Source: an optimization exercise on an open RTL-to-GDS flow (aim: small area, a short achievable clock period and few clock cycles per item). Production flows keep margins and buffers that such runs may drop. Only simulation tests tie the RTL to the original design; equivalence was not proved. Power and IR drop assume default switching activity.

$ cat flow/config.mk
export PLATFORM = sky130hd
export DESIGN_NAME = lpc_encoder
export DESIGN_NICKNAME = lpc_encoder
export VERILOG_FILES = /design/flow/design.v
export SDC_FILE = /design/flow/constraint.sdc
export NUM_CORES = 4
export LEC_CHECK = 0
export CAP_MARGIN = 20
export CORE_MARGIN = 2
export CORE_UTILIZATION = 40
export SLEW_MARGIN = 20
$ cat flow/constraint.sdc
create_clock -name core_clock -period 5.0 [get_ports {ACLK}]
set_input_delay 1.0000 -clock core_clock [delete_from_list [all_inputs] [get_ports {ACLK}]]
set_output_delay 1.0000 -clock core_clock [all_outputs]
set_load 0.01 [all_outputs]
$ cat flow/design.v
module lpc_encoder
(
	input wire ACLK,
	input wire ARESET_N,
	input wire[15:0] TDATA,
	input wire TVALID,
	input wire TLAST,
	input wire TUSER,
	output wire TREADY,
	output wire OUT_VALID,
	output wire OUT_LAST,
	output wire OUT_USER,
	output wire [79:0] OUT_DATA,
	input wire OUT_READY
);
	reg [63:0] data_reg;
	reg [7:0]  pv_reg;
	reg [7:0]  ph_reg;
	reg        user_reg, last_reg;
	reg [1:0]  cnt_reg;
	reg        valid_reg;
	wire       acc   = TVALID & TREADY;
	wire [1:0] slot  = TUSER ? 2'd0 : cnt_reg;
	wire       first = (slot == 2'd0);
	wire [7:0] hi    = TDATA[15:8];
	wire [7:0] lo    = TDATA[7:0];
	always @(posedge ACLK or negedge ARESET_N) begin
		if (~ARESET_N) begin
			cnt_reg   <= 2'd0;
			valid_reg <= 1'b0;
		end else begin
			if (acc)
				cnt_reg <= slot + 2'd1;
			valid_reg <= (acc & (slot == 2'd3)) | (valid_reg & ~OUT_READY);
		end
	end
	always @(posedge ACLK) begin
		if (acc) begin
			case (slot)
				2'd0: begin data_reg[15:0]  <= {lo, hi}; pv_reg[1:0] <= {^lo, ^hi}; end
				2'd1: begin data_reg[31:16] <= {lo, hi}; pv_reg[3:2] <= {^lo, ^hi}; end
				2'd2: begin data_reg[47:32] <= {lo, hi}; pv_reg[5:4] <= {^lo, ^hi}; end
				2'd3: begin data_reg[63:48] <= {lo, hi}; pv_reg[7:6] <= {^lo, ^hi}; end
			endcase
			ph_reg   <= (first ? 8'd0 : ph_reg) ^ hi ^ lo;
			user_reg <= first ? TUSER : user_reg;
			last_reg <= (first ? 1'b0 : last_reg) | TLAST;
		end
	end
	assign TREADY    = ~valid_reg | OUT_READY;
	assign OUT_VALID = valid_reg;
	assign OUT_DATA  = {ph_reg, pv_reg, data_reg};
	assign OUT_USER  = user_reg;
	assign OUT_LAST  = last_reg;
endmodule
$ cat flow/run.sh
#!/bin/bash
# synth_recipe.tcl (not shown) runs the flow's synth.tcl, then flattens the netlist and writes it again
# the make line also repeats each setting of config.mk as NAME=value (left out here)
make -C /OpenROAD-flow-scripts/flow DESIGN_CONFIG=/design/flow/config.mk WORK_HOME=/design/flow/orfs CLKGATE_MAP_FILE= SYNTH_SCRIPT=/design/flow/synth_recipe.tcl finish
==> results of run 1 <==
## final cells by class
cell class | instances | area [µm²] | share of cell area (%)
Timing Repair Buffer | 105 | 1050 | 24.2
Clock buffer | 9 | 124 | 2.85
Inverter | 3 | 11.3 | 0.259
Tap cell | 99 | 124 | 2.85
Multi-Input combinational cell | 55 | 433 | 9.96
Sequential cell | 85 | 2540 | 58.4
Clock inverter | 7 | 65.1 | 1.50
## worst max path at each step
| stage | startpoint | end | slack (ns) | cells past startpoint |
|---|---|---|---|---|
| 3_5_place_dp | TUSER | pv_reg[4] | 1.84 | 4 |
| 6_report | OUT_READY | TREADY | 1.88 | 3 |
| 3_3_place_gp | OUT_READY | TREADY | 1.88 | 3 |
| 4_1_cts | OUT_READY | TREADY | 1.88 | 3 |
| 5_1_grt | OUT_READY | TREADY | 1.84 | 3 |
| 2_1_floorplan | TUSER | data_reg[0] | 2.48 | 3 |
## synth_stat cells
cell type,number
nor2_1,1
a21o_1,1
nand2b_4,1
dfrtp_1,3
edfxtp_1,82
nor2b_1,2
o21ba_2,1
and3_1,3
inv_1,3
xor2_1,10
ha_1,3
xnor2_1,20
buf_4,1
nand2_1,11
mux2_2,2
## cells by family after synthesis
group           after synthesis  share of synthesized area (%)
compound gates                2                          0.587
xor+xnor                     30                           8.80
fa+ha+maj                     3                           1.26
buf+inv                       4                          0.628
flops                        85                           85.0
mux                           2                          0.754
simple gates                 18                           3.02
## metrics by stage
stage / area (µm²) / worst slack [ns]
2_1_floorplan: 2990 / 2.48
3_3_place_gp: 4160 / 1.88
3_5_place_dp: 4160 / 1.84
4_1_cts: 4350 / 1.88
5_1_grt: 4350 / 1.84
6_report: 4350 / 1.88
## cells in the final DEF (no fill, tap or decap), drive strengths merged, types with 2 or more instances in the layout
master,instances
xor2,10
dfrtp,3
nand2,11
xnor2,20
clkinv,5
inv,4
clkdlybuf4s50,105
ha,3
nor2b,2
and3,3
clkbuf,9
edfxtp,82
mux2,2
## power groups by stage
| stage | combinational (mW) | sequential [mW] | clock [mW] |
|---|---|---|---|
| 3_3_place_gp | 0.258 | 0.904 | 0 |
| 5_1_grt | 0.277 | 0.894 | 0.503 |
| 3_5_place_dp | 0.262 | 0.904 | 0 |
| 4_1_cts | 0.263 | 0.888 | 0.473 |
| 6_report | 0.258 | 0.887 | 0.465 |
| 2_1_floorplan | 0.0842 | 0.926 | 0 |
## critical path, cell delays in order
cell and delay [ns]:
clkdlybuf4s50_1 0.45, nand2b_4 0.14, clkdlybuf4s50_1 0.54
## metal layers
layer	track usage, %	vias up	routed length (µm)
met5	0	-	0
met4	8.46	0	142
met3	3.42	11	335
met2	24.0	70	3010
met1	20.5	775	2670
li1	-	754	-
==> impl_metrics.yaml, run 1 <==
sta:
  final_hold_viol_count: 0
  period_minus_slack_ns: 3.12
  rsz0062_at_grt: "false"
  setup_viol: 0
  whs_ns: 0.548
  worst_pin_slew_ns: 1.02
  fin_skew_ns: 0.0118
  slew_viol_final: 0
  fmax_mhz: 320
  fin_crit_sh_pct: 62.4
  relSlewSlack_pct: 31.7
  fin_setup_tns_ns: 0
yosys:
  yosysTopAreaCellShare_pct: 82.4
  synth_cell_types: 15
  synthTopCellsByArea: "edfxtp_1 (82%), xnor2_1 (5.9%), xor2_1 (2.9%)"
  ys_seq_area_share_pct: 85.0
  ys.warnings.count: 1
  synthesis.nets: 169
  yosys.area.top_type: "edfxtp_1"
  syn_avg_cell_area_um2: 20.7
  synthCells: 144
  syn-cell-area_mm2: 0.00299
  ys_ff_latch: 85
floorplanning:
  dieArea_mm2: 0.00817
  initial_core_util_pct: 41.2
  fp.dieW_um: 90.4
  floorplan.rows: 31
  core_mm2: 0.00725
  die_h_um: 90.4
  io_pins: 106
place:
  dp_hpwl_um: 4270
  dp.cells: 347
  port_buffers: 105
  gp_congestion: 0.714
clock_tree:
  clockBufferDepth: 2
  clock_latency_ns: 0.35
  numCtsBuffers: 9
  cts_hold_buffers: 0
  tritoncts: "yes"
  cts.sinks: 85
  post_cts_resized: 0
  clk_pin_slew_ns: 0.08
  h-tree-depth: 3
  cts.root.buffer_cell: "clkbuf_8"
  cts_setup_buffers: 0
power_and_ir_drop:
  p_leak_nw: 1.50
  power_frac_seq_pct: 55.1
  power_mw: 1.61
  switchingPower_mw: 0.385
  p_per_area_mw_per_mm2: 371
  swShare_pct: 23.9
  clkPwrFrac_pct: 28.9
  internal_power_mw: 1.23
  p_comb_share_pct: 16.0
  irDropWorstVdd_v: 0.000169
worst_setup_path:
  startpoint_type: "input port"
  r2r-end: "pv_reg[4]"
  r2r_cells: 3
  path_max_fanout: 6
  reg2reg_slack_ns: 2.99
  worstReg2RegStart: "cnt_reg[1]"
  critPathRequiredTime_ns: 4.00
  crit_type: "in -> out"
  worstSetupEndpointType: "primary output"
  crit_arrival_ns: 2.12
final_layout:
  largest_register_ffs: 64
  syn2layout_area_growth_pct: 45.5
  drive_gt1_share_pct: 7.20
  n_fill_cell: 572
  post-route-util_pct: 59.9
  fin_nets: 284
  n_antenna_cell: 0
  layout.cells.non_filler: 363
routing:
  num_vias: 1610
  wl_um: 6160
  drtPass1Iterations: 4
  drc_errors: 0
  routedWlPerCell_um: 17.0
  drt_iter0_drc: 125
  final_antenna_net_count: 0
  routed_via_density: 4.44
min_path:
  hp-start: "cnt_reg[0]"
  hold_class: "reg -> reg"
  hold_depth: 1
  holdPathEnd: "cnt_reg[0]"
grt:
  grt_max_degree: 20
  overflow: 0
  grt_antenna_before_repair: 0
  grt_pass1_vias: 1527
  grt_pass1_wl_um: 9280
  grt_usage_pct: 15.5
outcome:
  status: "timing/DRC/antenna clean"
flow_run:
  maxCapViolations: 0
Testbench counts, summed over its fixed seeds: cycles 12,808, items 3,200.
==> run 2, diff against run 1 <==
--- a/flow/config.mk
+++ b/flow/config.mk
@@ -9,3 +9,4 @@
 export CORE_MARGIN = 2
 export CORE_UTILIZATION = 40
+export SETUP_SLACK_MARGIN = 3.2
 export SLEW_MARGIN = 20
==> impl_metrics.yaml, run 2 <==
outcome:
  status: "timing/DRC/antenna clean"
place:
  dp_hpwl_um: 4240
  gp_congestion: 0.722
  place_area_mm2: 0.00417
  dp_slack_ns: 1.88
  port_buffers: 105
worst_setup_path:
  critPathRequiredTime_ns: 4.00
  path_max_fanout: 2
  crit_top_cell: "buf_6"
  crit_slowest_cell: "nand2b_4"
  crit_arrival_ns: 1.34
  crit_path_cell_trace: "buf_6 > nand2b_4 > buf_6"
  worstSetupEndpointType: "primary output"
  crit_type: "in -> out"
  startpoint_type: "input port"
  cp_slowest_stage_delay_ns: 0.13
routing:
  drc_errors: 0
  drt_iter0_drc: 49
  drtPass1Iterations: 5
  routedWlPerCell_um: 17.0
  num_vias: 1694
  routed_via_density: 4.43
  wl_um: 6480
  final_antenna_net_count: 0
power_and_ir_drop:
  power_mw: 1.68
  clkPwrFrac_pct: 30.1
  internal_power_mw: 1.28
  power_frac_seq_pct: 52.6
  switchingPower_mw: 0.394
  irDropWorstVdd_v: 0.000229
  p_leak_nw: 1.68
  p_per_area_mw_per_mm2: 392
  p_comb_share_pct: 17.2
  swShare_pct: 23.5
sta:
  fin_setup_tns_ns: 0
  worst_pin_slew_ns: 0.274
  setup_viol: 0
  whs_ns: 0.554
  relSlewSlack_pct: 81.8
  final_hold_viol_count: 0
  fin_crit_sh_pct: 46.7
  rsz0062_at_grt: "true"
  period_minus_slack_ns: 2.34
  fmax_mhz: 428
  fin_skew_ns: 0.00854
  worst_slack_ns: 2.66
  slew_viol_final: 0
yosys:
  ys.warnings.count: 1
  synthCells: 144
  syn-cell-area_mm2: 0.00299
  synthTopCellsByArea: "edfxtp_1 (82%), xnor2_1 (5.9%), xor2_1 (2.9%)"
  ys_ff_latch: 85
  synth_edf_count: 82
  synth.top_cells.by_count: "edfxtp_1 (82), xnor2_1 (20), nand2_1 (11)"
  yosys.area_share.simple_pct: 3.02
  synth_top_family_by_area: "XOR/XNOR gates"
  synth_flop_cell: "edfxtp_1"
  synth_compound_area_share_pct: 0.587
  async_flop_share_pct: 3.53
  yosysMostFrequentCell: "edfxtp_1"
  yosys.area.top_type: "edfxtp_1"
  syn_avg_cell_area_um2: 20.7
  synthesis.nets: 169
  synth_xor_area_share_pct: 8.80
  ys_seq_area_share_pct: 85.0
  synth_cell_types: 15
  yosysTopAreaCellShare_pct: 82.4
  synth_fa_ha_area_share_pct: 1.26
  synthMuxAreaShare_pct: 0.754
final_layout:
  largest_register_ffs: 64
  drive_gt1_share_pct: 54.8
  n_antenna_cell: 0
  regArea_mm2: 0.00254
  syn2layout_area_growth_pct: 43.2
  final_cell_area_mm2: 0.00428
  fin_nets: 304
  n_fill_cell: 597
  multiInputGateArea_um2: 541
  final_common_cell: "buf_2"
  layout_common_cells: "buf_2 (88), edfxtp_1 (82), xnor2_1 (14)"
floorplanning:
  die_h_um: 90.4
  dieArea_mm2: 0.00817
  io_pins: 106
  core_mm2: 0.00725
  floorplan.rows: 31
  initial_core_util_pct: 41.2
  fp.dieW_um: 90.4
clock_tree:
  clock_latency_ns: 0.35
  cts.root.buffer_cell: "clkbuf_8"
  clockBufferDepth: 2
  clk_pin_slew_ns: 0.08
  numCtsBuffers: 9
  tritoncts: "yes"
  h-tree-depth: 3
  cts.sinks: 85
grt:
  grt_pass1_wl_um: 10100
  grt_usage_pct: 16.6
  grt_max_degree: 14
  grt_pass1_vias: 1720
  overflow: 0
  grt_antenna_before_repair: 0
flow_run:
  maxCapViolations: 0
min_path:
  hold_class: "reg -> reg"
-- run 2: changes by cell type in the layout (fill, tap and decap cells not counted), sizes merged, moves of 3 or more --
| cell | previous run | this run |
|---|---|---|
| buf | 0 | 112 |
| clkbuf | 9 | 14 |
| clkdlybuf4s15 | 0 | 6 |
| clkdlybuf4s50 | 105 | 2 |
| clkinv | 5 | 2 |
-- run 2: per-layer routing --
layer / share of wire (%) / wire length, µm / global-route usage (%) / vias up
met1: 46 / 3000 / 22.7 / 836
met3: 4.9 / 317 / 4.42 / 10
met2: 47 / 3040 / 24.6 / 55
met4: 1.8 / 119 / 8.08 / 0
li1: - / - / - / 793
met5: 0 / 0 / 0 / -
-- run 2: worst max-delay path: cells and delay by family --
kind,cells,cell delay (ns)
buf+inv,2,0.21
simple gates,1,0.13
-- run 2: cell type report --
cell class                 count  share of cell area, %
clock inverter                 4                   1.73
multi-input combinational     55                   12.6
timing repair buffer         124                   19.9
tap                           99                   2.90
sequential                    85                   59.3
inverter                       3                  0.351
clock buffer                  11                   3.07
timing repair inverter         1                  0.117
-- run 2: power groups by stage --
stage	logic [mW]	clock network, mW	registers [mW]
3_5_place_dp	0.267	0	0.901
2_1_floorplan	0.0864	0	0.925
6_report	0.289	0.505	0.882
4_1_cts	0.276	0.513	0.882
5_1_grt	0.311	0.542	0.889
3_3_place_gp	0.264	0	0.900
-- run 2: per-stage QoR --
step | cells | util [%]
floorplan | 144 | -
global placement | 347 | 57.4
detailed placement | 347 | 57.4
CTS | 379 | 58.3
global route | 382 | 59.0
finish | 382 | 59.0
-- run 2: kinds of logic (layout without fill, tap and decap cells) --
kind of cell / after synthesis / count (layout)
AOI/OAI and AO/OA: 2 / 2
DFF: 85 / 85
xor gates and xnor gates: 30 / 30
adders and majority gates: 3 / 3
muxes: 2 / 2
buffers and inverters: 4 / 143
and+or+nand+nor: 18 / 18
-- run 2: final timing paths --
path	from	endpoint	slack [ns]	cells after the start
worst min-delay path	cnt_reg[1]	cnt_reg[1]	0.55	1
max in group asynchronous	ARESET_N	cnt_reg[0]	4.02	1
worst max register to register	cnt_reg[1]	pv_reg[3]	3.60	5
worst max-delay path	OUT_READY	TREADY	2.66	3
min in group asynchronous	ARESET_N	cnt_reg[1]	0.83	1
worst min register to register	cnt_reg[1]	cnt_reg[1]	0.55	1
-- run 2: timing repair --
item / CTS / global route
cloned: 0 / 1
buffers inserted: 17 / 2
setup endpoints to repair: 185 / 122
hold buffers: 0 / 0
pin swaps: 11 / 5
resized for setup: 397 / 34
==> run 3, diff against run 2 <==
==> flow/flow/run.sh (new file) <==
#!/bin/bash
set -euo pipefail
export BUFFER_PORTS_ARGS="-buffer_cell sky130_fd_sc_hd__buf_1"
bash standard.sh > standard_flow.log 2>&1
==> flow/standard.sh (new file) <==
#!/bin/bash
# synth_recipe.tcl (not shown) runs the flow's synth.tcl, then flattens the netlist and writes it again
# the make line also repeats each setting of config.mk as NAME=value (left out here)
make -C /OpenROAD-flow-scripts/flow DESIGN_CONFIG=/design/flow/config.mk WORK_HOME=/design/flow/orfs CLKGATE_MAP_FILE= SYNTH_SCRIPT=/design/flow/synth_recipe.tcl "${@:-finish}"
--- a/flow/config.mk
+++ b/flow/config.mk
@@ -8,5 +8,5 @@
 export CAP_MARGIN = 20
 export CORE_MARGIN = 2
-export CORE_UTILIZATION = 40
-export SETUP_SLACK_MARGIN = 3.2
+export CORE_UTILIZATION = 60
+export SETUP_SLACK_MARGIN = 2.7
 export SLEW_MARGIN = 20
removed: flow/run.sh
==> impl_metrics.yaml, run 3 <==
final_layout:
  layout_common_cells: "buf_1 (104), edfxtp_1 (82), xnor2_1 (20)"
  largest_register_ffs: 64
  drive_gt1_share_pct: 8.71
  syn2layout_area_growth_pct: 22.6
  fin_nets: 285
  n_antenna_cell: 0
  regArea_mm2: 0.00254
  final_common_cell: "buf_1"
  layout.cells.non_filler: 331
  multiInputGateArea_um2: 442
  n_fill_cell: 301
grt:
  grt_max_degree: 20
  overflow: 0
  grt_pass1_vias: 1538
  grt_pass1_wl_um: 7730
  grt_antenna_before_repair: 0
  grt_usage_pct: 20.3
power_and_ir_drop:
  swShare_pct: 23.8
  clkPwrFrac_pct: 28.8
  power_frac_seq_pct: 58.8
  internal_power_mw: 1.15
  p_per_area_mw_per_mm2: 412
  irDropWorstVdd_v: 0.000239
  switchingPower_mw: 0.359
  p_comb_share_pct: 12.4
  p_leak_nw: 1.21
yosys:
  async_flop_share_pct: 3.53
  synthCells: 144
  ys_ff_latch: 85
  synthTopCellsByArea: "edfxtp_1 (82%), xnor2_1 (5.9%), xor2_1 (2.9%)"
  yosys.area.top_type: "edfxtp_1"
  ys.warnings.count: 1
  syn_avg_cell_area_um2: 20.7
  yosysTopAreaCellShare_pct: 82.4
  synth_edf_count: 82
  synth_flop_cell: "edfxtp_1"
  synth_cell_types: 15
  ys_seq_area_share_pct: 85.0
  yosysMostFrequentCell: "edfxtp_1"
  synth.top_cells.by_count: "edfxtp_1 (82), xnor2_1 (20), nand2_1 (11)"
  syn-cell-area_mm2: 0.00299
  synthesis.nets: 169
place:
  gp_congestion: 0.775
  dp_hpwl_um: 3750
  dp.cells: 315
  port_buffers: 105
floorplanning:
  die_h_um: 74.6
  io_pins: 106
  dieArea_mm2: 0.00556
  core_mm2: 0.00475
  initial_core_util_pct: 62.8
  floorplan.rows: 25
  fp.dieW_um: 74.6
worst_setup_path:
  critPathRequiredTime_ns: 4.00
  r2r_cells: 3
  crit_type: "in -> out"
  path_max_fanout: 4
  crit_arrival_ns: 1.35
  startpoint_type: "input port"
  worstSetupEndpointType: "primary output"
sta:
  period_minus_slack_ns: 2.35
  fin_crit_sh_pct: 47.1
  rsz0062_at_grt: "true"
  fmax_mhz: 425
  relSlewSlack_pct: 60.2
  fin_skew_ns: 0.00333
  setup_viol: 0
  worst_pin_slew_ns: 0.596
  fin_setup_tns_ns: 0
  slew_viol_final: 0
  final_hold_viol_count: 0
  whs_ns: 0.454
routing:
  num_vias: 1623
  wl_um: 5460
  final_antenna_net_count: 0
  drt_iter0_drc: 129
  drc_errors: 0
  routedWlPerCell_um: 16.5
  routed_via_density: 4.90
  drtPass1Iterations: 4
clock_tree:
  cts.sinks: 85
  cts.root.buffer_cell: "clkbuf_8"
  clk_pin_slew_ns: 0.07
  numCtsBuffers: 9
  clockBufferDepth: 2
  tritoncts: "yes"
  h-tree-depth: 3
  cts_hold_buffers: 0
  clock_latency_ns: 0.33
outcome:
  status: "timing/DRC/antenna clean"
min_path:
  hold_class: "in -> async"
flow_run:
  maxCapViolations: 0
-- run 3: cell types whose count changed in the layout (fill, tap and decap cells not counted), moves of 4 or more --
cell | before | now
buf_1 | 0 | 104
buf_2 | 88 | 0
buf_4 | 11 | 1
buf_12 | 8 | 0
clkdlybuf4s15_2 | 6 | 0
xnor2_1 | 14 | 20
xnor2_2 | 6 | 0
buf_6 | 5 | 1
-- run 3: metrics by stage --
step                power, mW  utilization, %  worst slack (ns)  cell area (µm²)
floorplan                1.01               -              2.75             2990
global placement         1.08            72.8              2.37             3460
detailed placement       1.09            72.8              2.28             3460
CTS                      1.52            76.9              2.65             3650
global route             1.57            77.0              2.65             3660
finish                   1.51            77.0              2.65             3660
-- run 3: final timing paths --
path | from | to | slack (ns)
min | ARESET_N | valid_reg | 0.45
max reg2reg | cnt_reg[1] | data_reg[48] | 3.33
max in group asynchronous | ARESET_N | cnt_reg[0] | 4.40
min reg2reg | cnt_reg[1] | cnt_reg[1] | 0.55
min in group core_clock | cnt_reg[1] | cnt_reg[1] | 0.55
max | OUT_READY | TREADY | 2.65
-- run 3: area by class of cell --
class | instances | share of cell area, %
clock inverter | 6 | 1.50
tap | 67 | 2.29
clock buffer | 9 | 3.38
timing repair buffer | 106 | 11.2
inverter | 3 | 0.307
multi-input combinational | 55 | 12.1
sequential | 85 | 69.3
-- run 3: power by group through the flow --
stage | registers, mW | clock network (mW) | logic (mW)
after global routing | 0.892 | 0.469 | 0.207
after global placement | 0.900 | 0 | 0.179
final | 0.888 | 0.435 | 0.187
after floorplan | 0.925 | 0 | 0.0848
after detailed placement | 0.903 | 0 | 0.186
after CTS | 0.887 | 0.446 | 0.190
-- run 3: cell families (layout without fill, tap and decap cells) --
kind of cell / count (synthesis) / count (layout) / synth area share, %
fa+ha+maj: 3 / 3 / 1.26
compound gates: 2 / 2 / 0.587
mux: 2 / 2 / 0.754
xor+xnor: 30 / 30 / 8.80
flops: 85 / 85 / 85.0
simple gates: 18 / 18 / 3.02
buf+inv: 4 / 124 / 0.628
-- run 3: metal layers --
metal,track usage [%],wire (µm),share of wire (%),up-vias
met3,4.34,344,6.3,6
met5,0,0,0,-
met2,31.5,2740,50,75
met1,27.4,2300,42,783
met4,10.7,70,1.3,0
li1,-,-,-,759
-- run 3: critical path, stage by stage --
cell and delay [ns]:
buf_1 0.08, nand2b_4 0.15, buf_6 0.12
-- run 3: what timing repair did --
item | 4_1_cts | 5_1_grt
resized for setup | 6 | 0
setup buffers | 0 | 1
pin swaps | 0 | 0
endpoints found under the setup margin | 74 | 1
==> run 4, diff against run 3 <==
--- a/flow/config.mk
+++ b/flow/config.mk
@@ -9,4 +9,4 @@
 export CORE_MARGIN = 2
 export CORE_UTILIZATION = 60
-export SETUP_SLACK_MARGIN = 2.7
+export SETUP_SLACK_MARGIN = 2.9
 export SLEW_MARGIN = 20
==> impl_metrics.yaml, run 4 <==
outcome:
  status: "timing/DRC/antenna clean"
floorplanning:
  core_mm2: 0.00475
  dieArea_mm2: 0.00556
  initial_core_util_pct: 62.8
  floorplan.rows: 25
  die_h_um: 74.6
  fp.dieW_um: 74.6
  io_pins: 106
yosys:
  yosysTopAreaCellShare_pct: 82.4
  ys_ff_latch: 85
  synthesis.nets: 169
  synth_edf_count: 82
  synth_flop_cell: "edfxtp_1"
  yosys.area.top_type: "edfxtp_1"
  synthCells: 144
  yosysMostFrequentCell: "edfxtp_1"
  synth_cell_types: 15
  async_flop_share_pct: 3.53
  synth.top_cells.by_count: "edfxtp_1 (82), xnor2_1 (20), nand2_1 (11)"
  ys_seq_area_share_pct: 85.0
  syn-cell-area_mm2: 0.00299
  syn_avg_cell_area_um2: 20.7
  ys.warnings.count: 1
  synthTopCellsByArea: "edfxtp_1 (82%), xnor2_1 (5.9%), xor2_1 (2.9%)"
grt:
  overflow: 0
  grt_pass1_vias: 1601
  grt_pass1_wl_um: 8050
  grt_usage_pct: 20.6
  grtUsageMet1_pct: 27.1
  grt.busiest_layer: "met2"
  met3_usage_pct: 5.15
  met2_usage_pct: 32.5
  grt_max_degree: 20
  grt_antenna_before_repair: 0
final_layout:
  drive_gt1_share_pct: 9.02
  n_antenna_cell: 0
  fin_nets: 286
  syn2layout_area_growth_pct: 23.0
  largest_register_ffs: 64
  multiInputGateArea_um2: 453
  layout_common_cells: "buf_1 (104), edfxtp_1 (82), xnor2_1 (20)"
  n_fill_cell: 315
  final_common_cell: "buf_1"
  regArea_mm2: 0.00254
sta:
  setup_viol: 0
  fin_setup_tns_ns: 0
  worst_pin_slew_ns: 0.367
  fin_skew_ns: 0.00720
  fmax_mhz: 430
  rsz0062_at_grt: "true"
  slew_viol_final: 0
  fin_crit_sh_pct: 46.5
  final_hold_viol_count: 0
  period_minus_slack_ns: 2.33
  relSlewSlack_pct: 75.5
worst_setup_path:
  r2r-end: "data_reg[37]"
  r2r_cells: 3
  endpoint: "TREADY"
  path_max_fanout: 2
  worstSetupEndpointType: "primary output"
  crit_arrival_ns: 1.33
  critPathRequiredTime_ns: 4.00
  cp_slowest_stage_delay_ns: 0.14
  crit_path_cell_trace: "buf_1 > nand2b_4 > buf_6"
  setup.worst_path.start: "OUT_READY"
  crit_type: "in -> out"
  reg2reg_slack_ns: 3.43
  crit_slowest_cell: "nand2b_4"
  startpoint_type: "input port"
  worstReg2RegStart: "cnt_reg[1]"
power_and_ir_drop:
  p_leak_nw: 1.20
  power_mw: 1.48
  p_per_area_mw_per_mm2: 403
  irDropWorstVdd_v: 0.000252
place:
  gp_congestion: 0.741
  port_buffers: 105
  dp_hpwl_um: 3700
routing:
  wl_um: 5540
  final_antenna_net_count: 0
  num_vias: 1667
  routedWlPerCell_um: 16.6
  routed_via_density: 5.01
  drt_iter0_drc: 111
  drtPass1Iterations: 4
  drc_errors: 0
clock_tree:
  clockBufferDepth: 2
  numCtsBuffers: 9
  tritoncts: "yes"
  cts.root.buffer_cell: "clkbuf_8"
  cts.sinks: 85
  clock_latency_ns: 0.33
  clk_pin_slew_ns: 0.08
  h-tree-depth: 3
min_path:
  hold_class: "in -> async"
flow_run:
  maxCapViolations: 0
[run 4: power by group]
group          total [mW]  internal [mW]  switching [mW]
Sequential          0.885          0.863          0.0221
Combinational       0.196         0.0695           0.126
Clock               0.402          0.179           0.222
[run 4: kinds of logic after synthesis]
family | Yosys count | share of synthesized area, %
AND/OR/NAND/NOR | 18 | 3.02
flip-flops | 85 | 85.0
AO/OA/AOI/OAI | 2 | 0.587
adder cells (fa/ha/maj) | 3 | 1.26
buffers and inverters | 4 | 0.628
XOR/XNOR | 30 | 8.80
multiplexers | 2 | 0.754
[run 4: final cells by class]
| type | count | share of cell area [%] |
|---|---|---|
| well taps | 67 | 2.28 |
| clock inverters | 4 | 0.681 |
| repair buffers | 107 | 11.7 |
| multi-input cells | 55 | 12.3 |
| inverters | 3 | 0.306 |
| clock buffers | 12 | 3.68 |
| flip-flops and latches | 85 | 69.1 |
[run 4: per-layer routing]
layer | up-vias | wire length, µm
met5 | - | 0
met4 | 0 | 80
met3 | 11 | 350
met2 | 70 | 2760
met1 | 828 | 2350
li1 | 758 | -
[run 4: timing repair]
action / CTS / global route
hold buffers: 0 / 0
pin swaps: 0 / 1
cloned: 0 / 0
gates resized for setup: 2 / 3
endpoints found under the setup margin: 1 / 74
buffers inserted: 1 / 1
[run 4: worst min-delay path by stage]
stage                          start          to
after floorplan           cnt_reg[0]  cnt_reg[0]
after global placement    cnt_reg[1]  cnt_reg[1]
after detailed placement  cnt_reg[0]  cnt_reg[0]
after CTS                   ARESET_N   valid_reg
after global routing        ARESET_N   valid_reg
final                       ARESET_N   valid_reg
[run 4: critical path, delay by kind of cell]
family / cells / cell delay [ns]
buf+inv: 2 / 0.19
simple gates: 1 / 0.14
[run 4: stage by stage]
step	setup slack, ns	util, %	hold WS, ns	cell area, µm²	cells
2_1_floorplan	2.86	-	0.495	3000	144
3_3_place_gp	2.65	72.9	0.517	3470	315
3_5_place_dp	2.55	72.9	0.520	3470	315
4_1_cts	2.68	76.6	0.443	3640	332
5_1_grt	2.67	77.3	0.451	3670	333
6_report	2.67	77.3	0.450	3670	333
==> run 5, diff against run 4 <==
--- a/flow/config.mk
+++ b/flow/config.mk
@@ -8,5 +8,5 @@
 export CAP_MARGIN = 20
 export CORE_MARGIN = 2
-export CORE_UTILIZATION = 60
+export CORE_UTILIZATION = 70
 export SETUP_SLACK_MARGIN = 2.9
 export SLEW_MARGIN = 20
==> impl_metrics.yaml, run 5 <==
floorplanning:
  floorplan.rows: 23
  initial_core_util_pct: 73.6
  io_pins: 106
  fp.dieW_um: 69.3
  die_h_um: 69.3
  core_mm2: 0.00406
  dieArea_mm2: 0.00481
yosys:
  synth_edf_count: 82
  yosysMostFrequentCell: "edfxtp_1"
  ys_seq_area_share_pct: 85.0
  synthTopCellsByArea: "edfxtp_1 (82%), xnor2_1 (5.9%), xor2_1 (2.9%)"
  synth_cell_types: 15
  ys.warnings.count: 1
  synth.top_cells.by_count: "edfxtp_1 (82), xnor2_1 (20), nand2_1 (11)"
  synth_flop_cell: "edfxtp_1"
  ys_ff_latch: 85
  synthesis.nets: 169
  yosys.area.top_type: "edfxtp_1"
  synthCells: 144
  async_flop_share_pct: 3.53
  yosysTopAreaCellShare_pct: 82.4
  syn_avg_cell_area_um2: 20.7
  syn-cell-area_mm2: 0.00299
routing:
  routed_via_density: 5.72
  drc_errors: 0
  num_vias: 1789
  wl_um: 6910
  drt_iter0_drc: 240
  final_antenna_net_count: 0
  drtPass1Iterations: 4
  routedWlPerCell_um: 22.1
worst_setup_path:
  worstSetupEndpointType: "primary output"
  crit_type: "in -> out"
  path_buf_inv: 2
  startpoint_type: "input port"
  path_max_fanout: 2
  crit_arrival_ns: 1.34
  crit_top_cell: "buf_6"
  crit_path_cell_trace: "buf_6 > nand2b_4 > buf_6"
  crit_slowest_cell: "nand2b_4"
  cp_slowest_stage_delay_ns: 0.13
  critPathRequiredTime_ns: 4.00
  worst_path_dominant_cell_family: "buffers and inverters"
sta:
  setup_viol: 0
  final_hold_viol_count: 0
  worst_slack_ns: 2.66
  period_minus_slack_ns: 2.34
  whs_ns: 0.436
  rsz0062_at_grt: "true"
  worst_pin_slew_ns: 0.623
  fin_crit_sh_pct: 46.8
  fin_skew_ns: 0.00692
  slew_viol_final: 0
  relSlewSlack_pct: 58.3
  fmax_mhz: 427
  fin_setup_tns_ns: 0
power_and_ir_drop:
  irDropWorstVdd_v: 0.000328
  internal_power_mw: 1.15
  p_per_area_mw_per_mm2: 425
  swShare_pct: 25.7
  switchingPower_mw: 0.398
  p_leak_nw: 1.21
  power_mw: 1.55
  p_comb_share_pct: 13.1
  power_frac_seq_pct: 57.4
  clkPwrFrac_pct: 29.5
place:
  dp_hpwl_um: 4010
  dp_slack_ns: 2.52
  place_area_mm2: 0.00345
  gp_congestion: 0.731
  port_buffers: 105
final_layout:
  final_common_cell: "buf_1"
  syn2layout_area_growth_pct: 22.2
  fin_nets: 285
  final_cell_area_mm2: 0.00365
  layout_common_cells: "buf_1 (103), edfxtp_1 (82), xnor2_1 (20)"
  drive_gt1_share_pct: 8.37
  largest_register_ffs: 64
  n_fill_cell: 139
  n_antenna_cell: 0
grt:
  grt_usage_pct: 31.2
  grt_pass1_wl_um: 10600
  grt_pass1_vias: 1796
  grt_max_degree: 20
  overflow: 0
  grt_antenna_before_repair: 0
clock_tree:
  h-tree-depth: 3
  clk_pin_slew_ns: 0.08
  numCtsBuffers: 9
  clockBufferDepth: 2
  cts.sinks: 85
  cts_hold_buffers: 0
  cts.root.buffer_cell: "clkbuf_8"
  clock_latency_ns: 0.35
  tritoncts: "yes"
min_path:
  hold_class: "in -> async"
flow_run:
  maxCapViolations: 0
outcome:
  status: "timing/DRC/antenna clean"
[run 5: cell counts after synthesis]
No cell type changed its count.
[run 5: area by class of cell]
cell class	count	area [µm²]	share of cell area, %
clock inverters	3	38.8	1.06
well taps	50	62.6	1.71
repair buffers	106	417	11.4
inverters	3	11.3	0.308
clock buffers	11	131	3.60
multi-input cells	55	453	12.4
flip-flops and latches	85	2540	69.5
[run 5: stage by stage]
stage | std cells | util [%]
detailed placement | 298 | 85.0
floorplan | 144 | -
CTS | 313 | 89.7
global placement | 298 | 85.0
finish | 313 | 90.0
global route | 313 | 90.0
[run 5: what timing repair did]
item | in CTS | in global routing
resized for setup | 4 | 3
setup endpoints to repair | 37 | 38
endpoints found under the hold margin | 0 | 0
buffers inserted | 1 | 0
[run 5: path summary, 6_finish.rpt]
kind                             from          end  slack (ns)  depth (start not counted)
max                         OUT_READY       TREADY        2.66                          3
min                          ARESET_N   cnt_reg[1]        0.44                          1
max reg2reg                 valid_reg  data_reg[5]        3.27                          4
min reg2reg                cnt_reg[1]   cnt_reg[1]        0.56                          1
max in group asynchronous    ARESET_N    valid_reg        4.41                          1
min in group core_clock    cnt_reg[1]   cnt_reg[1]        0.56                          1
[run 5: per-layer routing]
metal | GRT usage, % | wire length [µm] | vias to the layer above
met5 | 0 | 0 | -
met4 | 12.6 | 284 | 0
met3 | 10.2 | 607 | 30
met2 | 53.1 | 3630 | 140
met1 | 36.8 | 2390 | 864
li1 | - | - | 755
[run 5: cells by family after synthesis]
group                      Yosys count  share of synthesized area (%)
and+or+nand+nor                     18                           3.02
adders and majority gates            3                           1.26
muxes                                2                          0.754
buffers and inverters                4                          0.628
xor gates and xnor gates            30                           8.80
DFF                                 85                           85.0
AOI/OAI and AO/OA                    2                          0.587
[run 5: power by group through the flow]
| stage | Clock, mW | Combinational, mW | Sequential, mW |
|---|---|---|---|
| 3_3_place_gp | 0 | 0.179 | 0.898 |
| 2_1_floorplan | 0 | 0.0865 | 0.925 |
| 4_1_cts | 0.444 | 0.198 | 0.888 |
| 6_report | 0.458 | 0.204 | 0.890 |
| 3_5_place_dp | 0 | 0.191 | 0.902 |
| 5_1_grt | 0.487 | 0.217 | 0.893 |
==> run 6, diff against run 5 <==
--- a/flow/config.mk
+++ b/flow/config.mk
@@ -8,5 +8,7 @@
 export CAP_MARGIN = 20
 export CORE_MARGIN = 2
-export CORE_UTILIZATION = 70
+export CORE_UTILIZATION = 65
+export CTS_CLUSTER_DIAMETER = 100
+export CTS_CLUSTER_SIZE = 30
 export SETUP_SLACK_MARGIN = 2.9
 export SLEW_MARGIN = 20
==> impl_metrics.yaml, run 6 <==
final_layout:
  layout_common_cells: "buf_1 (104), edfxtp_1 (82), xnor2_1 (20)"
  n_fill_cell: 233
  drive_gt1_share_pct: 8.68
  post-route-util_pct: 83.1
  syn2layout_area_growth_pct: 22.0
  fin_nets: 285
  largest_register_ffs: 64
  multiInputGateArea_um2: 449
  n_antenna_cell: 0
  final_common_cell: "buf_1"
  regArea_mm2: 0.00254
grt:
  grt_max_degree: 20
  grt_pass1_wl_um: 8620
  overflow: 0
  grt_pass1_vias: 1729
  grt_usage_pct: 23.3
  grt_antenna_before_repair: 0
power_and_ir_drop:
  p_comb_share_pct: 12.8
  irDropWorstVdd_v: 0.000266
  clkPwrFrac_pct: 28.2
  swShare_pct: 24.3
  switchingPower_mw: 0.365
  p_leak_nw: 1.21
  internal_power_mw: 1.14
  power_mw: 1.50
  p_per_area_mw_per_mm2: 412
  power_frac_seq_pct: 59.0
yosys:
  ys_seq_area_share_pct: 85.0
  synthCells: 144
  syn_avg_cell_area_um2: 20.7
  ys_ff_latch: 85
  syn-cell-area_mm2: 0.00299
  ys.warnings.count: 1
  synth_cell_types: 15
  synth.top_cells.by_count: "edfxtp_1 (82), xnor2_1 (20), nand2_1 (11)"
  async_flop_share_pct: 3.53
  synth_edf_count: 82
  yosysTopAreaCellShare_pct: 82.4
  yosys.area.top_type: "edfxtp_1"
  synth_flop_cell: "edfxtp_1"
  yosysMostFrequentCell: "edfxtp_1"
  synthTopCellsByArea: "edfxtp_1 (82%), xnor2_1 (5.9%), xor2_1 (2.9%)"
  synthesis.nets: 169
worst_setup_path:
  startpoint_type: "input port"
  r2r-end: "data_reg[12]"
  worstReg2RegStart: "valid_reg"
  r2r_cells: 4
  crit_path_cell_trace: "buf_1 > nand2b_4 > buf_6"
  path_buf_inv: 2
  worst_path_dominant_cell_family: "buffers and inverters"
  critPathRequiredTime_ns: 4.00
  reg2reg_slack_ns: 3.35
  cp.depth: 3
  crit_arrival_ns: 1.34
  crit_slowest_cell: "nand2b_4"
  crit_type: "in -> out"
  path_max_fanout: 2
  cp_slowest_stage_delay_ns: 0.14
  worstSetupEndpointType: "primary output"
outcome:
  status: "timing/DRC/antenna clean"
place:
  gp_congestion: 0.708
  port_buffers: 105
  dp_hpwl_um: 3960
  dp_slack_ns: 2.59
routing:
  num_vias: 1648
  routedWlPerCell_um: 18.1
  routed_via_density: 5.20
  drtPass1Iterations: 4
  final_antenna_net_count: 0
  drc_errors: 0
  wl_um: 5740
  wl_met3_um: 352
  drt-met1-wl_um: 2210
  drt_iter0_drc: 152
  top_layer: "met4"
  route.met2.wl_um: 3130
clock_tree:
  clk_pin_slew_ns: 0.07
  numCtsBuffers: 9
  clock_latency_ns: 0.34
  cts_hold_buffers: 0
  cts.root.buffer_cell: "clkbuf_8"
  h-tree-depth: 3
  cts.sinks: 85
  tritoncts: "yes"
  clockBufferDepth: 2
floorplanning:
  core_mm2: 0.00438
  initial_core_util_pct: 68.1
  io_pins: 106
  floorplan.rows: 24
  dieArea_mm2: 0.00515
  fp.dieW_um: 71.8
  die_h_um: 71.8
sta:
  final_hold_viol_count: 0
  fin_crit_sh_pct: 46.7
  period_minus_slack_ns: 2.34
  setup_viol: 0
  worst_slack_ns: 2.66
  fin_skew_ns: 0.00658
  fmax_mhz: 428
  relSlewSlack_pct: 60.4
  fin_setup_tns_ns: 0
  worst_pin_slew_ns: 0.593
  whs_ns: 0.466
  slew_viol_final: 0
  rsz0062_at_grt: "true"
flow_run:
  maxCapViolations: 0
min_path:
  hold_class: "in -> async"
[run 6: repair_timing]
action	4_1_cts	5_1_grt
pin swaps	0	0
hold endpoints to repair	0	0
setup buffers	1	0
gates resized for setup	2	2
setup endpoints to repair	1	22
[run 6: kinds of logic (layout without fill, tap and decap cells)]
kind of cell	count (synthesis)	count (layout)	share of synthesized area, %
xor gates and xnor gates	30	30	8.80
DFF	85	85	85.0
and+or+nand+nor	18	18	3.02
adders and majority gates	3	3	1.26
buffers and inverters	4	125	0.628
AOI/OAI and AO/OA	2	2	0.587
muxes	2	2	0.754
[run 6: per-stage QoR]
step | area (µm²) | instances
2_1_floorplan | 3000 | 144
3_3_place_gp | 3450 | 300
3_5_place_dp | 3450 | 300
4_1_cts | 3640 | 317
5_1_grt | 3640 | 317
6_report | 3640 | 317
[run 6: layout make-up]
class                           count  share of cell area, %
Timing Repair Buffer              106                   11.2
Inverter                            3                  0.309
Tap cell                           52                   1.79
Multi-Input combinational cell     55                   12.3
Clock buffer                       14                   4.46
Clock inverter                      2                  0.275
Sequential cell                    85                   69.6
[run 6: power by group through the flow]
stage               Combinational, mW  Clock [mW]  Sequential (mW)
floorplan                      0.0865           0            0.925
global placement                0.180           0            0.898
detailed placement              0.192           0            0.901
CTS                             0.194       0.427            0.886
global route                    0.211       0.455            0.890
finish                          0.192       0.423            0.885
[run 6: routing by layer]
| layer | vias to the layer above | track usage (%) |
|---|---|---|
| li1 | 761 | - |
| met1 | 806 | 26.5 |
| met2 | 74 | 42.6 |
| met3 | 7 | 6.47 |
| met4 | 0 | 7.55 |
| met5 | - | 0 |
[run 6: how the worst max path moves through the flow]
stage                          from   endpoint  slack (ns)
final                     OUT_READY     TREADY        2.66
after global routing      OUT_READY     TREADY        2.65
after CTS                 OUT_READY     TREADY        2.67
after detailed placement      TUSER  pv_reg[5]        2.59
after global placement    OUT_READY     TREADY        2.65
after floorplan           OUT_READY     TREADY        2.86
==> run 7, diff against run 6 <==
--- a/flow/config.mk
+++ b/flow/config.mk
@@ -9,6 +9,7 @@
 export CORE_MARGIN = 2
 export CORE_UTILIZATION = 65
-export CTS_CLUSTER_DIAMETER = 100
-export CTS_CLUSTER_SIZE = 30
+export CTS_BUF_LIST = sky130_fd_sc_hd__clkbuf_16
+export CTS_CLUSTER_DIAMETER = 200
+export CTS_CLUSTER_SIZE = 50
 export SETUP_SLACK_MARGIN = 2.9
 export SLEW_MARGIN = 20
==> impl_metrics.yaml, run 7 <==
outcome:
  status: "timing/DRC/antenna clean"
final_layout:
  fin_nets: 286
  final_cell_area_mm2: 0.00375
  drive_gt1_share_pct: 8.27
  syn2layout_area_growth_pct: 25.6
  layout_common_cells: "buf_1 (104), edfxtp_1 (82), xnor2_1 (20)"
  post-route-util_pct: 85.5
  n_antenna_cell: 0
  n_fill_cell: 216
  final_common_cell: "buf_1"
  largest_register_ffs: 64
sta:
  period_minus_slack_ns: 2.33
  fin_setup_tns_ns: 0
  final_hold_viol_count: 0
  slew_viol_final: 0
  fin_crit_sh_pct: 46.7
  setup_viol: 0
  fin_skew_ns: 0.00505
  worst_pin_slew_ns: 0.396
  rsz0062_at_grt: "true"
  fmax_mhz: 429
  relSlewSlack_pct: 73.6
  worst_slack_ns: 2.67
place:
  port_buffers: 105
  gp_congestion: 0.708
  dp_slack_ns: 2.59
  place_area_mm2: 0.00345
  dp_hpwl_um: 3960
yosys:
  yosysTopAreaCellShare_pct: 82.4
  synth_cell_types: 15
  yosys.area.top_type: "edfxtp_1"
  synth_flop_cell: "edfxtp_1"
  synthCells: 144
  ys.warnings.count: 1
  synth.top_cells.by_count: "edfxtp_1 (82), xnor2_1 (20), nand2_1 (11)"
  yosysMostFrequentCell: "edfxtp_1"
  synth_edf_count: 82
  ys_ff_latch: 85
  synthesis.nets: 169
  syn-cell-area_mm2: 0.00299
  async_flop_share_pct: 3.53
  synthTopCellsByArea: "edfxtp_1 (82%), xnor2_1 (5.9%), xor2_1 (2.9%)"
  syn_avg_cell_area_um2: 20.7
  ys_seq_area_share_pct: 85.0
grt:
  grt_max_degree: 20
  grt_antenna_before_repair: 0
  grt_pass1_vias: 1747
  grt_pass1_wl_um: 8980
  overflow: 0
  grt_usage_pct: 24.2
worst_setup_path:
  crit_arrival_ns: 1.33
  r2r_cells: 3
  setup.worst_path.start: "OUT_READY"
  worst_path_dominant_cell_family: "buffers and inverters"
  path_max_fanout: 2
  worstReg2RegStart: "cnt_reg[0]"
  reg2reg_slack_ns: 3.49
  crit_slowest_cell: "nand2b_4"
  path_buf_inv: 2
  startpoint_type: "input port"
  cp.depth: 3
  critPathRequiredTime_ns: 4.00
  endpoint: "TREADY"
  crit_type: "in -> out"
  r2r-end: "data_reg[17]"
  worstSetupEndpointType: "primary output"
  cp_slowest_stage_delay_ns: 0.14
  crit_path_cell_trace: "buf_1 > nand2b_4 > buf_6"
floorplanning:
  dieArea_mm2: 0.00515
  floorplan.rows: 24
  initial_core_util_pct: 68.1
  core_mm2: 0.00438
  fp.dieW_um: 71.8
  die_h_um: 71.8
  io_pins: 106
clock_tree:
  clk_pin_slew_ns: 0.05
  tritoncts: "yes"
  cts.root.buffer_cell: "clkbuf_16"
  h-tree-depth: 3
  cts.sinks: 85
  numCtsBuffers: 9
  cts_hold_buffers: 0
  clockBufferDepth: 2
  clock_latency_ns: 0.32
power_and_ir_drop:
  irDropWorstVdd_v: 0.000297
  p_per_area_mw_per_mm2: 441
  p_leak_nw: 1.27
  power_mw: 1.65
routing:
  wl_um: 5970
  drtPass1Iterations: 4
  drc_errors: 0
  num_vias: 1674
  drt_iter0_drc: 81
  final_antenna_net_count: 0
  routed_via_density: 5.26
  routedWlPerCell_um: 18.8
min_path:
  hold_class: "in -> async"
flow_run:
  maxCapViolations: 0
-- run 7: per-layer routing --
| metal | vias up | routed length (µm) | global-route usage (%) |
|---|---|---|---|
| met3 | 2 | 343 | 6.89 |
| met4 | 0 | 12 | 4.82 |
| met2 | 70 | 3350 | 45.1 |
| met1 | 838 | 2260 | 27.9 |
| met5 | - | 0 | 0 |
| li1 | 764 | - | - |
-- run 7: worst register-to-register path, stage by stage (launching register included) --
cell and delay [ns]:
dfrtp_1 0.36, nor2b_1 0.25, ha_1 0.20, and3_4 0.37
-- run 7: stage by stage --
| step | cells | hold WS, ns |
|---|---|---|
| floorplan | 144 | 0.495 |
| finish | 318 | 0.484 |
| global placement | 300 | 0.513 |
| CTS | 317 | 0.481 |
| detailed placement | 300 | 0.528 |
| global route | 318 | 0.489 |
-- run 7: logic make-up (layout without fill, tap and decap cells) --
kind of cell	count (synthesis)	count (layout)	share of synthesized area, %
and+or+nand+nor	18	18	3.02
DFF	85	85	85.0
muxes	2	2	0.754
adders and majority gates	3	3	1.26
buffers and inverters	4	126	0.628
AOI/OAI and AO/OA	2	2	0.587
xor gates and xnor gates	30	30	8.80
-- run 7: final cells by class --
| type | instances | area (µm²) | share of cell area, % |
|---|---|---|---|
| clock buffer | 9 | 225 | 6.01 |
| clock inverter | 7 | 28.8 | 0.767 |
| inverter | 3 | 11.3 | 0.300 |
| multi-input combinational | 55 | 453 | 12.1 |
| sequential | 85 | 2540 | 67.7 |
| tap | 52 | 65.1 | 1.74 |
| timing repair buffer | 107 | 429 | 11.4 |
-- run 7: repair_timing --
action                                  CTS  global route
resized for setup                         2             3
pin swaps                                 0             1
setup buffers                             1             1
endpoints found under the setup margin    1            70
endpoints found under the hold margin     0             0
-- run 7: how the worst min path moves through the flow --
stage | startpoint | end | slack, ns | cells after the start
global route | ARESET_N | valid_reg | 0.49 | 1
finish | ARESET_N | cnt_reg[1] | 0.48 | 1
CTS | ARESET_N | cnt_reg[0] | 0.48 | 1
detailed placement | cnt_reg[0] | cnt_reg[0] | 0.53 | 1
global placement | cnt_reg[1] | cnt_reg[1] | 0.51 | 1
floorplan | cnt_reg[0] | cnt_reg[0] | 0.50 | 1
-- run 7: power by group --
group | switching (mW) | total, mW | internal, mW
registers | 0.0230 | 0.887 | 0.864
logic | 0.129 | 0.199 | 0.0696
clock network | 0.241 | 0.567 | 0.325
==> run 8, diff against run 7 <==
==> flow/flow/run.sh (replaced) <==
#!/bin/bash
set -euo pipefail
export BUFFER_PORTS_ARGS="-buffer_cell sky130_fd_sc_hd__buf_1"
export CTS_ARGS="-sink_clustering_enable -repair_clock_nets -dont_use_dummy_load -sink_clustering_size 30 -sink_clustering_max_diameter 120"
bash standard.sh > standard_flow.log 2>&1
--- a/flow/config.mk
+++ b/flow/config.mk
@@ -9,7 +9,4 @@
 export CORE_MARGIN = 2
 export CORE_UTILIZATION = 65
-export CTS_BUF_LIST = sky130_fd_sc_hd__clkbuf_16
-export CTS_CLUSTER_DIAMETER = 200
-export CTS_CLUSTER_SIZE = 50
 export SETUP_SLACK_MARGIN = 2.9
 export SLEW_MARGIN = 20
==> impl_metrics.yaml, run 8 <==
clock_tree:
  tritoncts: "yes"
  numCtsBuffers: 9
  cts.sinks: 85
  clock_latency_ns: 0.33
  clockBufferDepth: 2
  cts.root.buffer_cell: "clkbuf_8"
  h-tree-depth: 3
  cts_hold_buffers: 0
  clk_pin_slew_ns: 0.07
grt:
  grt_antenna_before_repair: 0
  overflow: 0
  grt_max_degree: 20
  grt_pass1_wl_um: 8580
  grt_usage_pct: 23.1
  grt_pass1_vias: 1739
worst_setup_path:
  crit_arrival_ns: 1.33
  crit_type: "in -> out"
  critPathRequiredTime_ns: 4.00
  worstReg2RegStart: "cnt_reg[1]"
  startpoint_type: "input port"
  reg2reg_slack_ns: 3.48
  path_max_fanout: 2
  worstSetupEndpointType: "primary output"
  r2r-end: "pv_reg[4]"
  r2r_cells: 3
routing:
  drt_iter0_drc: 146
  final_antenna_net_count: 0
  drc_errors: 0
  wl_um: 5720
  drtPass1Iterations: 4
  routedWlPerCell_um: 18.3
  routed_via_density: 5.35
  num_vias: 1668
place:
  dp_hpwl_um: 3960
  gp_congestion: 0.708
  dp_slack_ns: 2.59
  port_buffers: 105
final_layout:
  layout_common_cells: "buf_1 (104), edfxtp_1 (82), xnor2_1 (20)"
  fin_nets: 287
  final_common_cell: "buf_1"
  largest_register_ffs: 64
  syn2layout_area_growth_pct: 21.4
  drive_gt1_share_pct: 8.08
  n_antenna_cell: 0
power_and_ir_drop:
  p_leak_nw: 1.20
  irDropWorstVdd_v: 0.000263
  p_per_area_mw_per_mm2: 398
yosys:
  syn-cell-area_mm2: 0.00299
  yosysMostFrequentCell: "edfxtp_1"
  syn_avg_cell_area_um2: 20.7
  ys_ff_latch: 85
  synth_cell_types: 15
  yosysTopAreaCellShare_pct: 82.4
  ys.warnings.count: 1
  yosys.area.top_type: "edfxtp_1"
  ys_seq_area_share_pct: 85.0
  synth.top_cells.by_count: "edfxtp_1 (82), xnor2_1 (20), nand2_1 (11)"
  synthesis.nets: 169
  synthTopCellsByArea: "edfxtp_1 (82%), xnor2_1 (5.9%), xor2_1 (2.9%)"
  synth_flop_cell: "edfxtp_1"
  async_flop_share_pct: 3.53
  synth_edf_count: 82
  synthCells: 144
outcome:
  status: "timing/DRC/antenna clean"
sta:
  slew_viol_final: 0
  worst_pin_slew_ns: 0.391
  fin_skew_ns: 0.0115
  worst_slack_ns: 2.67
  fin_setup_tns_ns: 0
  fin_crit_sh_pct: 46.7
  fmax_mhz: 428
  final_hold_viol_count: 0
  period_minus_slack_ns: 2.33
  setup_viol: 0
  relSlewSlack_pct: 73.9
  rsz0062_at_grt: "true"
floorplanning:
  floorplan.rows: 24
  dieArea_mm2: 0.00515
  fp.dieW_um: 71.8
  io_pins: 106
  core_mm2: 0.00438
  die_h_um: 71.8
  initial_core_util_pct: 68.1
flow_run:
  maxCapViolations: 0
min_path:
  hold_class: "in -> async"
==> run 8: cell counts after synthesis <==
No cell type changed its count.
==> run 8: how the worst max path moves through the flow <==
stage               from        end  slack (ns)  depth (start not counted)
2_1_floorplan  OUT_READY     TREADY        2.86                          1
3_3_place_gp   OUT_READY     TREADY        2.65                          3
3_5_place_dp       TUSER  pv_reg[5]        2.59                          4
4_1_cts        OUT_READY     TREADY        2.67                          3
5_1_grt        OUT_READY     TREADY        2.65                          3
6_report       OUT_READY     TREADY        2.67                          3
==> run 8: layer usage <==
layer | GRT usage, % | vias up | part of all wire [%]
li1 | - | 759 | -
met1 | 26.4 | 819 | 37
met2 | 42.6 | 82 | 54
met3 | 4.78 | 8 | 7.4
met4 | 8.81 | 0 | 0.96
met5 | 0 | - | 0
==> run 8: critical path, cell delays in order <==
cell      delay, ns
buf_1          0.08
nand2b_4       0.14
buf_6          0.12
==> run 8: cell families (layout without fill, tap and decap cells) <==
group                      count (synthesis)  in the layout  share of synthesized area, %
muxes                                      2              2                         0.754
buffers and inverters                      4            120                         0.628
AOI/OAI and AO/OA                          2              2                         0.587
xor gates and xnor gates                  30             30                          8.80
adders and majority gates                  3              3                          1.26
DFF                                       85             85                          85.0
and+or+nand+nor                           18             18                          3.02
==> run 8: layout make-up <==
| cell class | instances | area [µm²] |
|---|---|---|
| clock buffers | 9 | 124 |
| fillers | 239 | 757 |
| inverters | 3 | 11.3 |
| multi-input cells | 55 | 453 |
| flip-flops and latches | 85 | 2540 |
| well taps | 52 | 65.1 |
| repair buffers | 108 | 437 |
==> run 8: power breakdown <==
part	switching, mW	total, mW	internal (mW)
combinational	0.128	0.199	0.0708
clock	0.200	0.361	0.161
sequential	0.0218	0.885	0.863
total	0.349	1.44	1.10
==> run 8: metrics by stage <==
stage | instances | instance area [µm²] | hold WS [ns] | utilization, % | power, mW
2_1_floorplan | 144 | 3000 | 0.495 | - | 1.01
3_3_place_gp | 300 | 3450 | 0.513 | 78.7 | 1.08
3_5_place_dp | 300 | 3450 | 0.528 | 78.7 | 1.09
4_1_cts | 310 | 3590 | 0.460 | 81.8 | 1.44
5_1_grt | 312 | 3630 | 0.470 | 82.7 | 1.49
6_report | 312 | 3630 | 0.463 | 82.7 | 1.44
==> run 8: what timing repair did <==
item	CTS	global route
pin swaps	0	1
gates resized for setup	2	3
buffers inserted	1	2
endpoints found under the setup margin	1	46
==> run 9, diff against run 8 <==
--- a/flow/design.v
+++ b/flow/design.v
@@ -20,5 +20,5 @@
 	reg [1:0]  cnt_reg;
 	reg        valid_reg;
-	wire       acc   = TVALID & TREADY;
+	wire       acc   = TVALID & OUT_READY;
 	wire [1:0] slot  = TUSER ? 2'd0 : cnt_reg;
 	wire       first = (slot == 2'd0);
@@ -48,5 +48,5 @@
 		end
 	end
-	assign TREADY    = ~valid_reg | OUT_READY;
+	assign TREADY    = OUT_READY;
 	assign OUT_VALID = valid_reg;
 	assign OUT_DATA  = {ph_reg, pv_reg, data_reg};
==> impl_metrics.yaml, run 9 <==
place:
  dp_hpwl_um: 3770
  gp_congestion: 0.693
  place_area_mm2: 0.00344
  port_buffers: 105
  dp_slack_ns: 2.52
routing:
  drtPass1Iterations: 4
  num_vias: 1641
  routed_via_density: 5.29
  routedWlPerCell_um: 17.9
  drt_iter0_drc: 111
  drc_errors: 0
  wl_um: 5560
  final_antenna_net_count: 0
floorplanning:
  core_mm2: 0.00438
  die_h_um: 71.7
  floorplan.rows: 24
  dieArea_mm2: 0.00515
  fp.dieW_um: 71.7
  io_pins: 106
  initial_core_util_pct: 68.0
power_and_ir_drop:
  irDropWorstVdd_v: 0.000245
  clkPwrFrac_pct: 27.1
  internal_power_mw: 1.04
  swShare_pct: 22.5
  switchingPower_mw: 0.301
  p_per_area_mw_per_mm2: 372
  p_comb_share_pct: 10.2
  power_frac_seq_pct: 62.7
  p_leak_nw: 1.18
sta:
  slew_viol_final: 0
  rsz0062_at_grt: "true"
  fmax_mhz: 454
  setup_viol: 0
  fin_skew_ns: 0.0115
  worst_pin_slew_ns: 0.655
  final_hold_viol_count: 0
  fin_crit_sh_pct: 44.1
  worst_slack_ns: 2.80
  relSlewSlack_pct: 56.2
  fin_setup_tns_ns: 0
  period_minus_slack_ns: 2.20
clock_tree:
  cts_hold_buffers: 0
  clk_pin_slew_ns: 0.07
  cts.sinks: 85
  clockBufferDepth: 2
  numCtsBuffers: 9
  h-tree-depth: 3
  tritoncts: "yes"
  cts.root.buffer_cell: "clkbuf_8"
  clock_latency_ns: 0.34
yosys:
  synthCells: 145
  yosys.area.top_type: "edfxtp_1"
  synthesis.nets: 170
  ys_ff_latch: 85
  syn_avg_cell_area_um2: 20.6
  synthTopCellsByArea: "edfxtp_1 (83%), xnor2_1 (5.9%), xor2_1 (2.9%)"
  ys_seq_area_share_pct: 85.1
  yosysTopAreaCellShare_pct: 82.6
  syn-cell-area_mm2: 0.00298
  synth_edf_count: 82
  synth_cell_types: 15
  yosysMostFrequentCell: "edfxtp_1"
  synth.top_cells.by_count: "edfxtp_1 (82), xnor2_1 (20), nand2_1 (10), xor2_1 (10), inv_1 (4)"
  synth_flop_cell: "edfxtp_1"
  ys.warnings.count: 1
  async_flop_share_pct: 3.53
grt:
  grt_usage_pct: 22.9
  grt_max_degree: 20
  grt_antenna_before_repair: 0
  overflow: 0
  grt_pass1_vias: 1697
  grt_pass1_wl_um: 8480
final_layout:
  final_cell_area_mm2: 0.00360
  fin_nets: 285
  post-route-util_pct: 82.1
  final_common_cell: "buf_1"
  layout_common_cells: "buf_1 (103), edfxtp_1 (82), xnor2_1 (20)"
  drive_gt1_share_pct: 6.98
  n_antenna_cell: 0
  largest_register_ffs: 64
  syn2layout_area_growth_pct: 20.7
worst_setup_path:
  startpoint_type: "input port"
  worstSetupEndpointType: "primary output"
  path_buf_inv: 2
  crit_path_cell_trace: "buf_8 > buf_6"
  path_max_fanout: 2
  critPathRequiredTime_ns: 4.00
  crit_arrival_ns: 1.20
  worstReg2RegStart: "cnt_reg[0]"
  reg2reg_slack_ns: 3.34
  crit_slowest_cell: "buf_6"
  r2r-end: "data_reg[13]"
  cp_slowest_stage_delay_ns: 0.11
  crit_type: "in -> out"
  worst_path_dominant_cell_family: "buffers and inverters"
  r2r_cells: 2
outcome:
  status: "timing/DRC/antenna clean"
min_path:
  hold_class: "in -> async"
flow_run:
  maxCapViolations: 0
[run 9: final cells by class]
class	instances	area, µm²
clock buffer	9	124
fill	241	786
timing repair buffer	106	420
multi-input combinational	54	437
inverter	4	15.0
sequential	85	2540
tap	52	65.1
[run 9: cells by family after synthesis]
group,Yosys count,synth area share [%]
flops,85,85.1
mux,1,0.378
xor+xnor,30,8.81
buf+inv,6,1.01
simple gates,16,2.43
compound gates,4,1.01
fa+ha+maj,3,1.26
[run 9: worst max-delay path by stage]
stage          slack, ns      start  depth (start not counted)            to
2_1_floorplan       2.90  OUT_READY                          1        TREADY
3_3_place_gp        2.67      TUSER                          4     pv_reg[7]
3_5_place_dp        2.52      TUSER                          4  data_reg[53]
4_1_cts             2.80  OUT_READY                          2        TREADY
5_1_grt             2.79  OUT_READY                          2        TREADY
6_report            2.80  OUT_READY                          2        TREADY
[run 9: timing repair]
action	4_1_cts	5_1_grt
setup endpoints to repair	19	37
gates cloned	0	0
resized for setup	7	2
buffers inserted	1	0
[run 9: stage by stage]
stage                     power (mW)  hold slack, ns  instances
after global routing            1.38           0.466        310
after CTS                       1.34           0.459        310
after detailed placement       0.988           0.473        300
after floorplan                0.935           0.465        145
final                           1.34           0.467        310
after global placement         0.976           0.465        300
[run 9: metal layers]
metal / vias to the layer above / track usage, % / share of wire [%]
met2: 75 / 40.0 / 54
met3: 8 / 4.78 / 6.5
met5: - / 0 / 0
met1: 806 / 27.5 / 38
li1: 752 / - / -
met4: 0 / 10.3 / 1.3
[run 9: power by group through the flow]
stage,Combinational (mW),Sequential [mW],Clock (mW)
3_3_place_gp,0.123,0.853,0
2_1_floorplan,0.0697,0.865,0
4_1_cts,0.136,0.840,0.362
3_5_place_dp,0.134,0.854,0
6_report,0.136,0.839,0.362
5_1_grt,0.149,0.842,0.386
Testbench counts of run 9, summed over its fixed seeds: cycles 12,808, items 3,200.
==> run 10, diff against run 9 <==
--- a/flow/config.mk
+++ b/flow/config.mk
@@ -9,4 +9,4 @@
 export CORE_MARGIN = 2
 export CORE_UTILIZATION = 65
-export SETUP_SLACK_MARGIN = 2.9
+export SETUP_SLACK_MARGIN = 3.0
 export SLEW_MARGIN = 20
==> impl_metrics.yaml, run 10 <==
outcome:
  status: "timing/DRC/antenna clean"
clock_tree:
  cts.root.buffer_cell: "clkbuf_8"
  cts.sinks: 85
  clk_pin_slew_ns: 0.06
  cts_hold_buffers: 0
  clock_latency_ns: 0.34
  h-tree-depth: 3
  clockBufferDepth: 2
  tritoncts: "yes"
  numCtsBuffers: 9
grt:
  grt_max_degree: 20
  met3_usage_pct: 5.91
  met2_usage_pct: 38.9
  grt.busiest_layer: "met2"
  grt_pass1_wl_um: 8560
  grt_antenna_before_repair: 0
  grt_pass1_vias: 1731
  grt_usage_pct: 23.2
  overflow: 0
  grtUsageMet1_pct: 28.1
yosys:
  yosysMostFrequentCell: "edfxtp_1"
  yosysTopAreaCellShare_pct: 82.6
  synth.top_cells.by_count: "edfxtp_1 (82), xnor2_1 (20), nand2_1 (10), xor2_1 (10), inv_1 (4)"
  async_flop_share_pct: 3.53
  synth_cell_types: 15
  ys_seq_area_share_pct: 85.1
  ys_ff_latch: 85
  synthTopCellsByArea: "edfxtp_1 (83%), xnor2_1 (5.9%), xor2_1 (2.9%)"
  synthCells: 145
  syn_avg_cell_area_um2: 20.6
  synthesis.nets: 170
  yosys.area.top_type: "edfxtp_1"
  synth_edf_count: 82
  ys.warnings.count: 1
  syn-cell-area_mm2: 0.00298
  synth_flop_cell: "edfxtp_1"
worst_setup_path:
  startpoint_type: "input port"
  cp_slowest_stage_delay_ns: 0.11
  worst_path_dominant_cell_family: "buffers and inverters"
  path_max_fanout: 2
  r2r_cells: 2
  crit_type: "in -> out"
  crit_path_cell_trace: "buf_8 > buf_6"
  critPathRequiredTime_ns: 4.00
  path_buf_inv: 2
  crit_slowest_cell: "buf_6"
  cp.depth: 2
  crit_arrival_ns: 1.21
  worstSetupEndpointType: "primary output"
sta:
  fmax_mhz: 453
  relSlewSlack_pct: 61.1
  fin_skew_ns: 0.0133
  worst_pin_slew_ns: 0.583
  setup_viol: 0
  whs_ns: 0.461
  fin_crit_sh_pct: 44.1
  final_hold_viol_count: 0
  fin_setup_tns_ns: 0
  rsz0062_at_grt: "true"
  slew_viol_final: 0
  period_minus_slack_ns: 2.21
routing:
  drtPass1Iterations: 4
  final_antenna_net_count: 0
  drt_iter0_drc: 115
  routed_via_density: 5.23
  wl_um: 5500
  drc_errors: 0
  routedWlPerCell_um: 17.6
  num_vias: 1632
place:
  gp_congestion: 0.727
  port_buffers: 105
  dp_hpwl_um: 3720
final_layout:
  n_antenna_cell: 0
  multiInputGateArea_um2: 437
  n_fill_cell: 236
  layout_common_cells: "buf_1 (103), edfxtp_1 (82), xnor2_1 (20)"
  fin_nets: 287
  regArea_mm2: 0.00254
  drive_gt1_share_pct: 7.69
  largest_register_ffs: 64
  final_common_cell: "buf_1"
  syn2layout_area_growth_pct: 22.0
floorplanning:
  io_pins: 106
  fp.dieW_um: 71.7
  die_h_um: 71.7
  dieArea_mm2: 0.00515
  floorplan.rows: 24
  initial_core_util_pct: 68.0
  core_mm2: 0.00438
min_path:
  hold_class: "in -> async"
power_and_ir_drop:
  irDropWorstVdd_v: 0.000245
  p_per_area_mw_per_mm2: 367
  p_leak_nw: 1.20
flow_run:
  maxCapViolations: 0
-- run 10: cell counts after synthesis --
Identical to the previous run, type by type.
-- run 10: repair_timing --
| item | 4_1_cts | 5_1_grt |
|---|---|---|
| pin swaps | 0 | 3 |
| buffers inserted | 1 | 2 |
| setup endpoints to repair | 1 | 39 |
| gates resized for setup | 6 | 0 |
-- run 10: path summary, 6_finish.rpt --
check | to | slack [ns] | from
hold / removal | valid_reg | 0.46 | ARESET_N
setup reg to reg | data_reg[13] | 3.45 | cnt_reg[0]
hold reg to reg | valid_reg | 0.48 | valid_reg
max in group asynchronous | cnt_reg[0] | 4.39 | ARESET_N
setup / recovery | TREADY | 2.79 | OUT_READY
min in group core_clock | valid_reg | 0.48 | valid_reg
-- run 10: per-stage QoR --
step                utilization [%]  setup slack, ns  instance area (µm²)  total power, mW  cells
finish                         83.0             2.79                 3640             1.33    312
global route                   83.0             2.79                 3640             1.38    312
CTS                            82.1             2.80                 3600             1.34    310
detailed placement             78.7             2.61                 3450            0.989    300
global placement               78.7             2.65                 3450            0.979    300
floorplan                         -             2.90                 3010            0.936    145
-- run 10: cell type report --
type                    count  share of cell area, %
well taps                  52                   1.79
flip-flops and latches     85                   69.7
multi-input cells          54                   12.0
clock buffers               9                   3.40
repair buffers            108                   12.7
inverters                   4                  0.413
-- run 10: logic make-up (layout without fill, tap and decap cells) --
group                    Yosys count  count (layout)  synth area share [%]
flip-flops                        85              85                  85.1
XOR/XNOR                          30              30                  8.81
AND/OR/NAND/NOR                   16              16                  2.43
buffers and inverters              6             121                  1.01
AO/OA/AOI/OAI                      4               4                  1.01
adder cells (fa/ha/maj)            3               3                  1.26
multiplexers                       1               1                 0.378
-- run 10: layer usage --
layer | part of all wire, % | up-vias | wire, µm
li1 | - | 755 | -
met1 | 39 | 778 | 2160
met2 | 50 | 85 | 2770
met3 | 8.4 | 14 | 462
met4 | 1.9 | 0 | 106
met5 | 0 | - | 0
-- run 10: report_power, final --
group	switching (mW)	internal, mW	leakage, nW
Combinational	0.0865	0.0520	0.348
Sequential	0.0118	0.827	0.786
Clock	0.196	0.161	0.0647

## afterwards: timing with drivers on the ports
Ports are ideal in the flow. The routed layouts listed here were re-timed in OpenROAD. Step 1: set_driving_cell puts a clkbuf_16 on ACLK and a buf_2 on each other input, an assumption about the parent block. Step 2, shift: input delay + t, output delay - t, t = (earliest + latest rising clock arrival at the registers) / 2. This alone moves slack from input paths to output paths. Slacks: no drivers / after step 1 / after step 2; pairs: no drivers / after step 1.
run	t, ns	slack for setup (ns)
run 1	0.376	1.879 / 1.853 / 1.853
run 2	0.370	2.664 / 2.633 / 2.633
run 3	0.357	2.645 / 2.623 / 2.581
run 4	0.359	2.674 / 2.650 / 2.650
run 5	0.382	2.658 / 2.616 / 2.561
run 6	0.359	2.664 / 2.638 / 2.606
run 7	0.348	2.667 / 2.641 / 2.641
run 8	0.357	2.666 / 2.640 / 2.640
run 9	0.361	2.797 / 2.758 / 2.622
run 10	0.361	2.793 / 2.744 / 2.701
After both steps setup and hold are still met in every run listed.
